From an optimization exercise on the open Yosys and OpenROAD flow, aimed at small area; shortcuts taken in it are not production practice. No functional check of the RTL was part of any run shown here.

File: design/flow/run.sh
#!/bin/bash
# synth_recipe.tcl (not shown) runs the flow's synth.tcl, then flattens the netlist and writes it again
# the make line also repeats each setting of config.mk as NAME=value (left out here)
make -C /OpenROAD-flow-scripts/flow DESIGN_CONFIG=/design/flow/config.mk WORK_HOME=/design/flow/orfs CLKGATE_MAP_FILE= SYNTH_SCRIPT=/design/flow/synth_recipe.tcl finish
File: design/flow/config.mk
export PLATFORM = sky130hd
export DESIGN_NAME = sort16_top
export DESIGN_NICKNAME = sort16_top
export VERILOG_FILES = /design/flow/design.v
export SDC_FILE = /design/flow/constraint.sdc
export NUM_CORES = 8
export LEC_CHECK = 0
export ABC_AREA = 1
export CAP_MARGIN = 20
export CORE_MARGIN = 2
export CORE_UTILIZATION = 45
export SLEW_MARGIN = 20
File: design/flow/constraint.sdc
create_clock -name core_clock -period 5.0 [get_ports {clk}]
set_input_delay 1.0000 -clock core_clock [delete_from_list [all_inputs] [get_ports {clk}]]
set_output_delay 1.0000 -clock core_clock [all_outputs]
set_load 0.01 [all_outputs]
File: design/flow/design.v
`timescale 1ns / 1ps
module cas32 (
    input  [31:0] a, b,
    output [31:0] lo, hi
);
wire [31:0] ka = {a[30:0], a[31]};
wire [31:0] kb = {b[30:0], b[31]};
wire [31:0] g0 = ka & ~kb;
wire [31:0] p0 = ka | ~kb;
wire [15:0] g1, p1; wire [7:0] g2, p2; wire [3:0] g3, p3; wire [1:0] g4, p4;
genvar i;
for (i = 0; i < 16; i = i + 1) begin : l1
    assign g1[i] = g0[2*i+1] | p0[2*i+1] & g0[2*i];
    assign p1[i] = p0[2*i+1] & p0[2*i];
end
for (i = 0; i < 8; i = i + 1) begin : l2
    assign g2[i] = g1[2*i+1] | p1[2*i+1] & g1[2*i];
    assign p2[i] = p1[2*i+1] & p1[2*i];
end
for (i = 0; i < 4; i = i + 1) begin : l3
    assign g3[i] = g2[2*i+1] | p2[2*i+1] & g2[2*i];
    assign p3[i] = p2[2*i+1] & p2[2*i];
end
for (i = 0; i < 2; i = i + 1) begin : l4
    assign g4[i] = g3[2*i+1] | p3[2*i+1] & g3[2*i];
    assign p4[i] = p3[2*i+1] & p3[2*i];
end
wire sw = g4[1] | p4[1] & g4[0];
assign lo = sw ? b : a;
assign hi = sw ? a : b;
endmodule
`timescale 1ns / 1ps
module sort16_top (
    input          clk,
    input          rst,
    input          i_valid,
    input  [511:0] x,
    output [511:0] y,
    output         o_valid
);
reg [2:0] vld;
always @(posedge clk or negedge rst)
    if (!rst) vld <= 0;
    else vld <= {vld[1:0], i_valid};
assign o_valid = vld[2];
wire [31:0] c1_0_13_lo, c1_0_13_hi;
cas32 c1_0_13 (.a(x[31:0]), .b(x[447:416]), .lo(c1_0_13_lo), .hi(c1_0_13_hi));
wire [31:0] c1_1_12_lo, c1_1_12_hi;
cas32 c1_1_12 (.a(x[63:32]), .b(x[415:384]), .lo(c1_1_12_lo), .hi(c1_1_12_hi));
wire [31:0] c1_2_15_lo, c1_2_15_hi;
cas32 c1_2_15 (.a(x[95:64]), .b(x[511:480]), .lo(c1_2_15_lo), .hi(c1_2_15_hi));
wire [31:0] c1_3_14_lo, c1_3_14_hi;
cas32 c1_3_14 (.a(x[127:96]), .b(x[479:448]), .lo(c1_3_14_lo), .hi(c1_3_14_hi));
wire [31:0] c1_4_8_lo, c1_4_8_hi;
cas32 c1_4_8 (.a(x[159:128]), .b(x[287:256]), .lo(c1_4_8_lo), .hi(c1_4_8_hi));
wire [31:0] c1_5_6_lo, c1_5_6_hi;
cas32 c1_5_6 (.a(x[191:160]), .b(x[223:192]), .lo(c1_5_6_lo), .hi(c1_5_6_hi));
wire [31:0] c1_7_11_lo, c1_7_11_hi;
cas32 c1_7_11 (.a(x[255:224]), .b(x[383:352]), .lo(c1_7_11_lo), .hi(c1_7_11_hi));
wire [31:0] c1_9_10_lo, c1_9_10_hi;
cas32 c1_9_10 (.a(x[319:288]), .b(x[351:320]), .lo(c1_9_10_lo), .hi(c1_9_10_hi));
wire [31:0] c2_0_5_lo, c2_0_5_hi;
cas32 c2_0_5 (.a(c1_0_13_lo), .b(c1_5_6_lo), .lo(c2_0_5_lo), .hi(c2_0_5_hi));
wire [31:0] c2_1_7_lo, c2_1_7_hi;
cas32 c2_1_7 (.a(c1_1_12_lo), .b(c1_7_11_lo), .lo(c2_1_7_lo), .hi(c2_1_7_hi));
wire [31:0] c2_2_9_lo, c2_2_9_hi;
cas32 c2_2_9 (.a(c1_2_15_lo), .b(c1_9_10_lo), .lo(c2_2_9_lo), .hi(c2_2_9_hi));
wire [31:0] c2_3_4_lo, c2_3_4_hi;
cas32 c2_3_4 (.a(c1_3_14_lo), .b(c1_4_8_lo), .lo(c2_3_4_lo), .hi(c2_3_4_hi));
wire [31:0] c2_6_13_lo, c2_6_13_hi;
cas32 c2_6_13 (.a(c1_5_6_hi), .b(c1_0_13_hi), .lo(c2_6_13_lo), .hi(c2_6_13_hi));
wire [31:0] c2_8_14_lo, c2_8_14_hi;
cas32 c2_8_14 (.a(c1_4_8_hi), .b(c1_3_14_hi), .lo(c2_8_14_lo), .hi(c2_8_14_hi));
wire [31:0] c2_10_15_lo, c2_10_15_hi;
cas32 c2_10_15 (.a(c1_9_10_hi), .b(c1_2_15_hi), .lo(c2_10_15_lo), .hi(c2_10_15_hi));
wire [31:0] c2_11_12_lo, c2_11_12_hi;
cas32 c2_11_12 (.a(c1_7_11_hi), .b(c1_1_12_hi), .lo(c2_11_12_lo), .hi(c2_11_12_hi));
reg [31:0] r2_0, r2_1, r2_2, r2_3, r2_4, r2_5, r2_6, r2_7, r2_8, r2_9, r2_10, r2_11, r2_12, r2_13, r2_14, r2_15;
always @(posedge clk) begin
    r2_0 <= c2_0_5_lo;
    r2_1 <= c2_1_7_lo;
    r2_2 <= c2_2_9_lo;
    r2_3 <= c2_3_4_lo;
    r2_4 <= c2_3_4_hi;
    r2_5 <= c2_0_5_hi;
    r2_6 <= c2_6_13_lo;
    r2_7 <= c2_1_7_hi;
    r2_8 <= c2_8_14_lo;
    r2_9 <= c2_2_9_hi;
    r2_10 <= c2_10_15_lo;
    r2_11 <= c2_11_12_lo;
    r2_12 <= c2_11_12_hi;
    r2_13 <= c2_6_13_hi;
    r2_14 <= c2_8_14_hi;
    r2_15 <= c2_10_15_hi;
end
wire [31:0] c3_0_1_lo, c3_0_1_hi;
cas32 c3_0_1 (.a(r2_0), .b(r2_1), .lo(c3_0_1_lo), .hi(c3_0_1_hi));
wire [31:0] c3_2_3_lo, c3_2_3_hi;
cas32 c3_2_3 (.a(r2_2), .b(r2_3), .lo(c3_2_3_lo), .hi(c3_2_3_hi));
wire [31:0] c3_4_5_lo, c3_4_5_hi;
cas32 c3_4_5 (.a(r2_4), .b(r2_5), .lo(c3_4_5_lo), .hi(c3_4_5_hi));
wire [31:0] c3_6_8_lo, c3_6_8_hi;
cas32 c3_6_8 (.a(r2_6), .b(r2_8), .lo(c3_6_8_lo), .hi(c3_6_8_hi));
wire [31:0] c3_7_9_lo, c3_7_9_hi;
cas32 c3_7_9 (.a(r2_7), .b(r2_9), .lo(c3_7_9_lo), .hi(c3_7_9_hi));
wire [31:0] c3_10_11_lo, c3_10_11_hi;
cas32 c3_10_11 (.a(r2_10), .b(r2_11), .lo(c3_10_11_lo), .hi(c3_10_11_hi));
wire [31:0] c3_12_13_lo, c3_12_13_hi;
cas32 c3_12_13 (.a(r2_12), .b(r2_13), .lo(c3_12_13_lo), .hi(c3_12_13_hi));
wire [31:0] c3_14_15_lo, c3_14_15_hi;
cas32 c3_14_15 (.a(r2_14), .b(r2_15), .lo(c3_14_15_lo), .hi(c3_14_15_hi));
wire [31:0] c4_0_2_lo, c4_0_2_hi;
cas32 c4_0_2 (.a(c3_0_1_lo), .b(c3_2_3_lo), .lo(c4_0_2_lo), .hi(c4_0_2_hi));
wire [31:0] c4_1_3_lo, c4_1_3_hi;
cas32 c4_1_3 (.a(c3_0_1_hi), .b(c3_2_3_hi), .lo(c4_1_3_lo), .hi(c4_1_3_hi));
wire [31:0] c4_4_10_lo, c4_4_10_hi;
cas32 c4_4_10 (.a(c3_4_5_lo), .b(c3_10_11_lo), .lo(c4_4_10_lo), .hi(c4_4_10_hi));
wire [31:0] c4_5_11_lo, c4_5_11_hi;
cas32 c4_5_11 (.a(c3_4_5_hi), .b(c3_10_11_hi), .lo(c4_5_11_lo), .hi(c4_5_11_hi));
wire [31:0] c4_6_7_lo, c4_6_7_hi;
cas32 c4_6_7 (.a(c3_6_8_lo), .b(c3_7_9_lo), .lo(c4_6_7_lo), .hi(c4_6_7_hi));
wire [31:0] c4_8_9_lo, c4_8_9_hi;
cas32 c4_8_9 (.a(c3_6_8_hi), .b(c3_7_9_hi), .lo(c4_8_9_lo), .hi(c4_8_9_hi));
wire [31:0] c4_12_14_lo, c4_12_14_hi;
cas32 c4_12_14 (.a(c3_12_13_lo), .b(c3_14_15_lo), .lo(c4_12_14_lo), .hi(c4_12_14_hi));
wire [31:0] c4_13_15_lo, c4_13_15_hi;
cas32 c4_13_15 (.a(c3_12_13_hi), .b(c3_14_15_hi), .lo(c4_13_15_lo), .hi(c4_13_15_hi));
wire [31:0] c5_1_2_lo, c5_1_2_hi;
cas32 c5_1_2 (.a(c4_1_3_lo), .b(c4_0_2_hi), .lo(c5_1_2_lo), .hi(c5_1_2_hi));
wire [31:0] c5_3_12_lo, c5_3_12_hi;
cas32 c5_3_12 (.a(c4_1_3_hi), .b(c4_12_14_lo), .lo(c5_3_12_lo), .hi(c5_3_12_hi));
wire [31:0] c5_4_6_lo, c5_4_6_hi;
cas32 c5_4_6 (.a(c4_4_10_lo), .b(c4_6_7_lo), .lo(c5_4_6_lo), .hi(c5_4_6_hi));
wire [31:0] c5_5_7_lo, c5_5_7_hi;
cas32 c5_5_7 (.a(c4_5_11_lo), .b(c4_6_7_hi), .lo(c5_5_7_lo), .hi(c5_5_7_hi));
wire [31:0] c5_8_10_lo, c5_8_10_hi;
cas32 c5_8_10 (.a(c4_8_9_lo), .b(c4_4_10_hi), .lo(c5_8_10_lo), .hi(c5_8_10_hi));
wire [31:0] c5_9_11_lo, c5_9_11_hi;
cas32 c5_9_11 (.a(c4_8_9_hi), .b(c4_5_11_hi), .lo(c5_9_11_lo), .hi(c5_9_11_hi));
wire [31:0] c5_13_14_lo, c5_13_14_hi;
cas32 c5_13_14 (.a(c4_13_15_lo), .b(c4_12_14_hi), .lo(c5_13_14_lo), .hi(c5_13_14_hi));
reg [31:0] r5_0, r5_1, r5_2, r5_3, r5_4, r5_5, r5_6, r5_7, r5_8, r5_9, r5_10, r5_11, r5_12, r5_13, r5_14, r5_15;
always @(posedge clk) begin
    r5_0 <= c4_0_2_lo;
    r5_1 <= c5_1_2_lo;
    r5_2 <= c5_1_2_hi;
    r5_3 <= c5_3_12_lo;
    r5_4 <= c5_4_6_lo;
    r5_5 <= c5_5_7_lo;
    r5_6 <= c5_4_6_hi;
    r5_7 <= c5_5_7_hi;
    r5_8 <= c5_8_10_lo;
    r5_9 <= c5_9_11_lo;
    r5_10 <= c5_8_10_hi;
    r5_11 <= c5_9_11_hi;
    r5_12 <= c5_3_12_hi;
    r5_13 <= c5_13_14_lo;
    r5_14 <= c5_13_14_hi;
    r5_15 <= c4_13_15_hi;
end
wire [31:0] c6_1_4_lo, c6_1_4_hi;
cas32 c6_1_4 (.a(r5_1), .b(r5_4), .lo(c6_1_4_lo), .hi(c6_1_4_hi));
wire [31:0] c6_2_6_lo, c6_2_6_hi;
cas32 c6_2_6 (.a(r5_2), .b(r5_6), .lo(c6_2_6_lo), .hi(c6_2_6_hi));
wire [31:0] c6_5_8_lo, c6_5_8_hi;
cas32 c6_5_8 (.a(r5_5), .b(r5_8), .lo(c6_5_8_lo), .hi(c6_5_8_hi));
wire [31:0] c6_7_10_lo, c6_7_10_hi;
cas32 c6_7_10 (.a(r5_7), .b(r5_10), .lo(c6_7_10_lo), .hi(c6_7_10_hi));
wire [31:0] c6_9_13_lo, c6_9_13_hi;
cas32 c6_9_13 (.a(r5_9), .b(r5_13), .lo(c6_9_13_lo), .hi(c6_9_13_hi));
wire [31:0] c6_11_14_lo, c6_11_14_hi;
cas32 c6_11_14 (.a(r5_11), .b(r5_14), .lo(c6_11_14_lo), .hi(c6_11_14_hi));
wire [31:0] c7_2_4_lo, c7_2_4_hi;
cas32 c7_2_4 (.a(c6_2_6_lo), .b(c6_1_4_hi), .lo(c7_2_4_lo), .hi(c7_2_4_hi));
wire [31:0] c7_3_6_lo, c7_3_6_hi;
cas32 c7_3_6 (.a(r5_3), .b(c6_2_6_hi), .lo(c7_3_6_lo), .hi(c7_3_6_hi));
wire [31:0] c7_9_12_lo, c7_9_12_hi;
cas32 c7_9_12 (.a(c6_9_13_lo), .b(r5_12), .lo(c7_9_12_lo), .hi(c7_9_12_hi));
wire [31:0] c7_11_13_lo, c7_11_13_hi;
cas32 c7_11_13 (.a(c6_11_14_lo), .b(c6_9_13_hi), .lo(c7_11_13_lo), .hi(c7_11_13_hi));
wire [31:0] c8_3_5_lo, c8_3_5_hi;
cas32 c8_3_5 (.a(c7_3_6_lo), .b(c6_5_8_lo), .lo(c8_3_5_lo), .hi(c8_3_5_hi));
wire [31:0] c8_6_8_lo, c8_6_8_hi;
cas32 c8_6_8 (.a(c7_3_6_hi), .b(c6_5_8_hi), .lo(c8_6_8_lo), .hi(c8_6_8_hi));
wire [31:0] c8_7_9_lo, c8_7_9_hi;
cas32 c8_7_9 (.a(c6_7_10_lo), .b(c7_9_12_lo), .lo(c8_7_9_lo), .hi(c8_7_9_hi));
wire [31:0] c8_10_12_lo, c8_10_12_hi;
cas32 c8_10_12 (.a(c6_7_10_hi), .b(c7_9_12_hi), .lo(c8_10_12_lo), .hi(c8_10_12_hi));
reg [31:0] r8_0, r8_1, r8_2, r8_3, r8_4, r8_5, r8_6, r8_7, r8_8, r8_9, r8_10, r8_11, r8_12, r8_13, r8_14, r8_15;
always @(posedge clk) begin
    r8_0 <= r5_0;
    r8_1 <= c6_1_4_lo;
    r8_2 <= c7_2_4_lo;
    r8_3 <= c8_3_5_lo;
    r8_4 <= c7_2_4_hi;
    r8_5 <= c8_3_5_hi;
    r8_6 <= c8_6_8_lo;
    r8_7 <= c8_7_9_lo;
    r8_8 <= c8_6_8_hi;
    r8_9 <= c8_7_9_hi;
    r8_10 <= c8_10_12_lo;
    r8_11 <= c7_11_13_lo;
    r8_12 <= c8_10_12_hi;
    r8_13 <= c7_11_13_hi;
    r8_14 <= c6_11_14_hi;
    r8_15 <= r5_15;
end
wire [31:0] c9_3_4_lo, c9_3_4_hi;
cas32 c9_3_4 (.a(r8_3), .b(r8_4), .lo(c9_3_4_lo), .hi(c9_3_4_hi));
wire [31:0] c9_5_6_lo, c9_5_6_hi;
cas32 c9_5_6 (.a(r8_5), .b(r8_6), .lo(c9_5_6_lo), .hi(c9_5_6_hi));
wire [31:0] c9_7_8_lo, c9_7_8_hi;
cas32 c9_7_8 (.a(r8_7), .b(r8_8), .lo(c9_7_8_lo), .hi(c9_7_8_hi));
wire [31:0] c9_9_10_lo, c9_9_10_hi;
cas32 c9_9_10 (.a(r8_9), .b(r8_10), .lo(c9_9_10_lo), .hi(c9_9_10_hi));
wire [31:0] c9_11_12_lo, c9_11_12_hi;
cas32 c9_11_12 (.a(r8_11), .b(r8_12), .lo(c9_11_12_lo), .hi(c9_11_12_hi));
wire [31:0] c10_6_7_lo, c10_6_7_hi;
cas32 c10_6_7 (.a(c9_5_6_hi), .b(c9_7_8_lo), .lo(c10_6_7_lo), .hi(c10_6_7_hi));
wire [31:0] c10_8_9_lo, c10_8_9_hi;
cas32 c10_8_9 (.a(c9_7_8_hi), .b(c9_9_10_lo), .lo(c10_8_9_lo), .hi(c10_8_9_hi));
assign y = {r8_15, r8_14, r8_13, c9_11_12_hi, c9_11_12_lo, c9_9_10_hi, c10_8_9_hi, c10_8_9_lo, c10_6_7_hi, c10_6_7_lo, c9_5_6_lo, c9_3_4_hi, c9_3_4_lo, r8_2, r8_1, r8_0};
endmodule
==> summary.txt, run 1 <==
- Status: finished with violations
- Violated checks: negative setup slack
- Slack of the critical path: -513 ps
- Area of the multi-input gates: 71900 um2
- Detail Route Antenna Nets: 0
- Max Slew Vio Count: 0
- Syn Inst Count: 21300
- Critical path fanouts, max: 13
- Core area: 257000 um2
- Final Non-Filler Cells: 27900
- Type of the worst setup path: reg2out
- Worst slew pin tran: 1130 ps
- CP Capture Type: primary output
- Root Buffer Master: clkbuf_16
- Routed WL per cell: 23.0 um
- Die height: 512 um
- Layout fillers: 24600
- Most frequent cell after synthesis: nand2_1
- Design area: 159000 um2
- WL final: 643000 um
- Minimum hold slack: 307 ps
- Vias in the first global route: 131000
- Share of cells above drive strength 1: 16.3%
- Seq/Total Area, Yosys: 26.5%
- Clk slew on worst S/H paths: 80 ps
- Routed vias: 153000
- Yosys Warn Count: 1
- Largest net degree at the start of global routing: 122
- Mean Syn Cell Area: 5.45 um2
- Data required time of the worst path: 4000 ps
- Upper clock frequency limit: 181 MHz
- DR pass1 iterations: 11
- Register area: 31000 um2
- Synthesized flop and latch total: 1539
- Area leader, netlist: nand2_1
- CTS tree: built
- Worst setup SP type: register
- RD Place Congestion: 1.12
- Syn_nets: 21800
- Rel. slew slack: 23.6%
- Slowest-stage cell, CP: dfxtp_1
- Final setup vio count: 690
- Layout Area Growth over Synthesis: 37.1%
- Post-CTS Hold Fix Bufs: 0
- Fin crit period: 5510 ps
- FFs w/ async S/R, synth: 0.195%
- H-tree depth: 4
- Gr usage total: 46.3%
- Worst min path class: reg2reg
- Post-synth cell types: 59
- Final net count: 24900
- Period utilization: 110%
- Port bufs: 1027
- RSZ-0062 raised after global routing: true
- Cell area after synthesis: 116000 um2
- TritonCTS Buffers: 161
- Setup WS pre-CTS: -421 ps
- Grt ovf: 0
- Worst Skew: 85.0 ps
- Std-Cell Rows: 186
- Synth top cells by count: nand2_1 (8490), inv_1 (2812), nand3_1 (2392)
- Synth Flop Type: dfxtp_1
- Most common cell on crit path: nand2_1
- Initial antenna violation count: 50
- I/O pin cnt: 1028
- Vias per cell: 5.50
- CP max stage delay: 360 ps
- First-pass GRT wire length: 891000 um
- WP data arrival: 4510 ps
- Die width: 512 um
- Post-DP HPWL: 545000 um
- DRC Markers: 0
- Max Cap Viol: 0
- Number of enable flip-flop cells after synthesis: 0
- Clk buf depth: 3
- Post-DP Area: 150000 um2
- Cells after DPL: 27400
- Die ar.: 263000 um2
- Final hold viol count: 0
- Top post-synthesis cells by area: nand2_1 (27%), dfxtp_1 (26%), nand3_1 (10%)
- Area share of the largest cell type after synthesis: 27.4%
- Clock latency at the later pin of the worst-skew pair: 900 ps
- Initial DRC count: 21300
- Initial Util: 45.3%
- Clk sink count: 1539
## cell type report
class,count,share of cell area (%)
sequential,1539,19.4
timing repair buffer,3848,22.4
antenna,28,0.0439
tap,3384,2.66
multi-input combinational,15900,45.1
clock inverter,98,0.835
clock buffer,201,2.75
inverter,2894,6.82
## routing by layer
metal	global-route usage, %	share of wire [%]	vias up
li1	-	-	73600
met1	56.2	37	68600
met2	69.7	41	9273
met3	9.05	11	1965
met4	41.0	11	20
met5	0	0.018	-
## worst max-delay path, delay by kind of cell (launching register included)
kind	cells	cell delay [ps]
AOI/OAI and AO/OA	8	1210
and+or+nand+nor	10	980
buffers and inverters	8	1050
DFF	1	360
## through the flow
stage	utilization [%]	setup TNS (ps)
finish	62.1	-135630
global route	62.1	-340400
CTS	60.9	-155760
detailed placement	58.3	-124470
global placement	58.3	-106040
floorplan	-	0
## cells in the final DEF, fill, tap and decap left out, types with 163 or more instances in the layout
cell,n
clkbuf_16,190
a21oi_1,461
nand2_2,163
nand3_1,2373
buf_4,2442
inv_1,2796
nand2_1,8315
o22ai_1,258
buf_12,290
nor2_1,1170
clkdlybuf4s50_1,872
o21ai_1,493
dfxtp_1,1438
o21ai_0,1631
## repair_timing
item | 4_1_cts | 5_1_grt
buffers inserted | 15 | 82
setup endpoints to repair | 720 | 962
resized for setup | 448 | 837
pin swaps | 18 | 102
cloned | 13 | 37
## path summary, 6_finish.rpt
check / slack [ps] / cells after the start / start / to
setup / recovery: -510 / 26 / r8_5[21] / y[228]
hold / removal: 310 / 0 / r5_15[6] / r8_15[6]
setup reg to reg: -400 / 35 / r2_6[30] / r5_10[25]
hold reg to reg: 310 / 0 / r5_15[6] / r8_15[6]
max in group asynchronous: 4520 / 1 / rst / vld[1]
min in group asynchronous: 320 / 1 / rst / vld[2]
## cells by family after synthesis
logic type      after synthesis  share of synthesized area (%)
simple gates              12400                           43.4
buf+inv                    3887                           13.5
flops                      1539                           26.5
compound gates             3477                           16.6
==> inputs of run 2 (changes only) <==
==> design/flow/flow/run.sh (new file) <==
#!/bin/bash
# Standard ORFS layout, with two changes: the data pins are placed in bit-slice
# order (flow/io.tcl, run just before pin placement), and ports are buffered with
# the smallest buffer instead of a delay cell.
set -euo pipefail
here=$(pwd)
bash standard.sh \
  "PRE_IO_PLACEMENT_TCL=$here/flow/io.tcl" \
  "BUFFER_PORTS_ARGS=-buffer_cell sky130_fd_sc_hd__buf_1" \
  finish > "$here/standard_flow.log" 2>&1
==> design/flow/flow/io.tcl (new file) <==
# Bit-slice pin order: inputs on the left edge and outputs on the right edge,
# bit k of all 16 values next to each other.
set xs {}
set ys {}
for {set k 0} {$k < 32} {incr k} {
  for {set i 0} {$i < 16} {incr i} {
    set b [expr {32 * $i + $k}]
    lappend xs "x\[$b\]"
    lappend ys "y\[$b\]"
  }
}
set_io_pin_constraint -pin_names $xs -region left:* -group -order
set_io_pin_constraint -pin_names $ys -region right:* -group -order
==> design/flow/standard.sh (new file) <==
#!/bin/bash
# synth_recipe.tcl (not shown) runs the flow's synth.tcl, then flattens the netlist and writes it again
# the make line also repeats each setting of config.mk as NAME=value (left out here)
make -C /OpenROAD-flow-scripts/flow DESIGN_CONFIG=/design/flow/config.mk WORK_HOME=/design/flow/orfs CLKGATE_MAP_FILE= SYNTH_SCRIPT=/design/flow/synth_recipe.tcl "${@:-finish}"
removed: design/flow/run.sh
==> summary.txt, run 2 <==
- Synthesized flop and latch total: 1539
- Area share of the largest cell type after synthesis: 27.4%
- Exit stage: 3_2_place_iop
- Seq/Total Area, Yosys: 26.5%
- Yosys Warn Count: 1
- Err: [ERROR PPL-0111] 2 constraint(s) does not have available slots for the pins.
- Area leader, netlist: nand2_1
- Post-synth cell types: 59
- Synth Flop Type: dfxtp_1
- Initial Util: 45.3%
- Std-Cell Rows: 186
- Syn_nets: 21800
- Die width: 512 um
- Die height: 512 um
- Top post-synthesis cells by area: nand2_1 (27%), dfxtp_1 (26%), nand3_1 (10%)
- Synth top cells by count: nand2_1 (8490), inv_1 (2812), nand3_1 (2392)
- Cell area after synthesis: 116000 um2
- FFs w/ async S/R, synth: 0.195%
- Syn Inst Count: 21300
- Mean Syn Cell Area: 5.45 um2
- Number of enable flip-flop cells after synthesis: 0
- Most frequent cell after synthesis: nand2_1
- Status: did not finish
run 2: cells by family after synthesis:
logic type	after synthesis	synth area share (%)
and+or+nand+nor	12400	43.4
AOI/OAI and AO/OA	3477	16.6
buffers and inverters	3887	13.5
DFF	1539	26.5

==> separate check: timing with driven ports <==
The results above use ideal ports. As a check the final layout listed here was re-extracted and re-timed, cells and wires unchanged.
Step 1 (the two cells are an assumption about what drives the block):
set clk [get_ports {clk}]
set_driving_cell -lib_cell sky130_fd_sc_hd__clkbuf_16 $clk
set_driving_cell -lib_cell sky130_fd_sc_hd__buf_2 [delete_from_list [all_inputs] $clk]
Step 2 also shifts input and output timing later by t, the mid clock arrival at the registers, as if the neighbouring blocks saw the same clock.
Slacks: no drivers / after step 1 / after step 2; pairs: no drivers / after step 1.
run: run 1
shift t [ns]: 0.968
setup slack, ns: -0.513 / -0.621 / -0.425
clock arrival spread, ns: 0.085 / 0.085
worst register clock-pin slew, ns: 0.10 / 0.10
worst slew at a driven data input, ns: 0.34
For run 1, drivers alone change the setup slack by -0.108 ns; drivers and shift together by +0.088 ns.
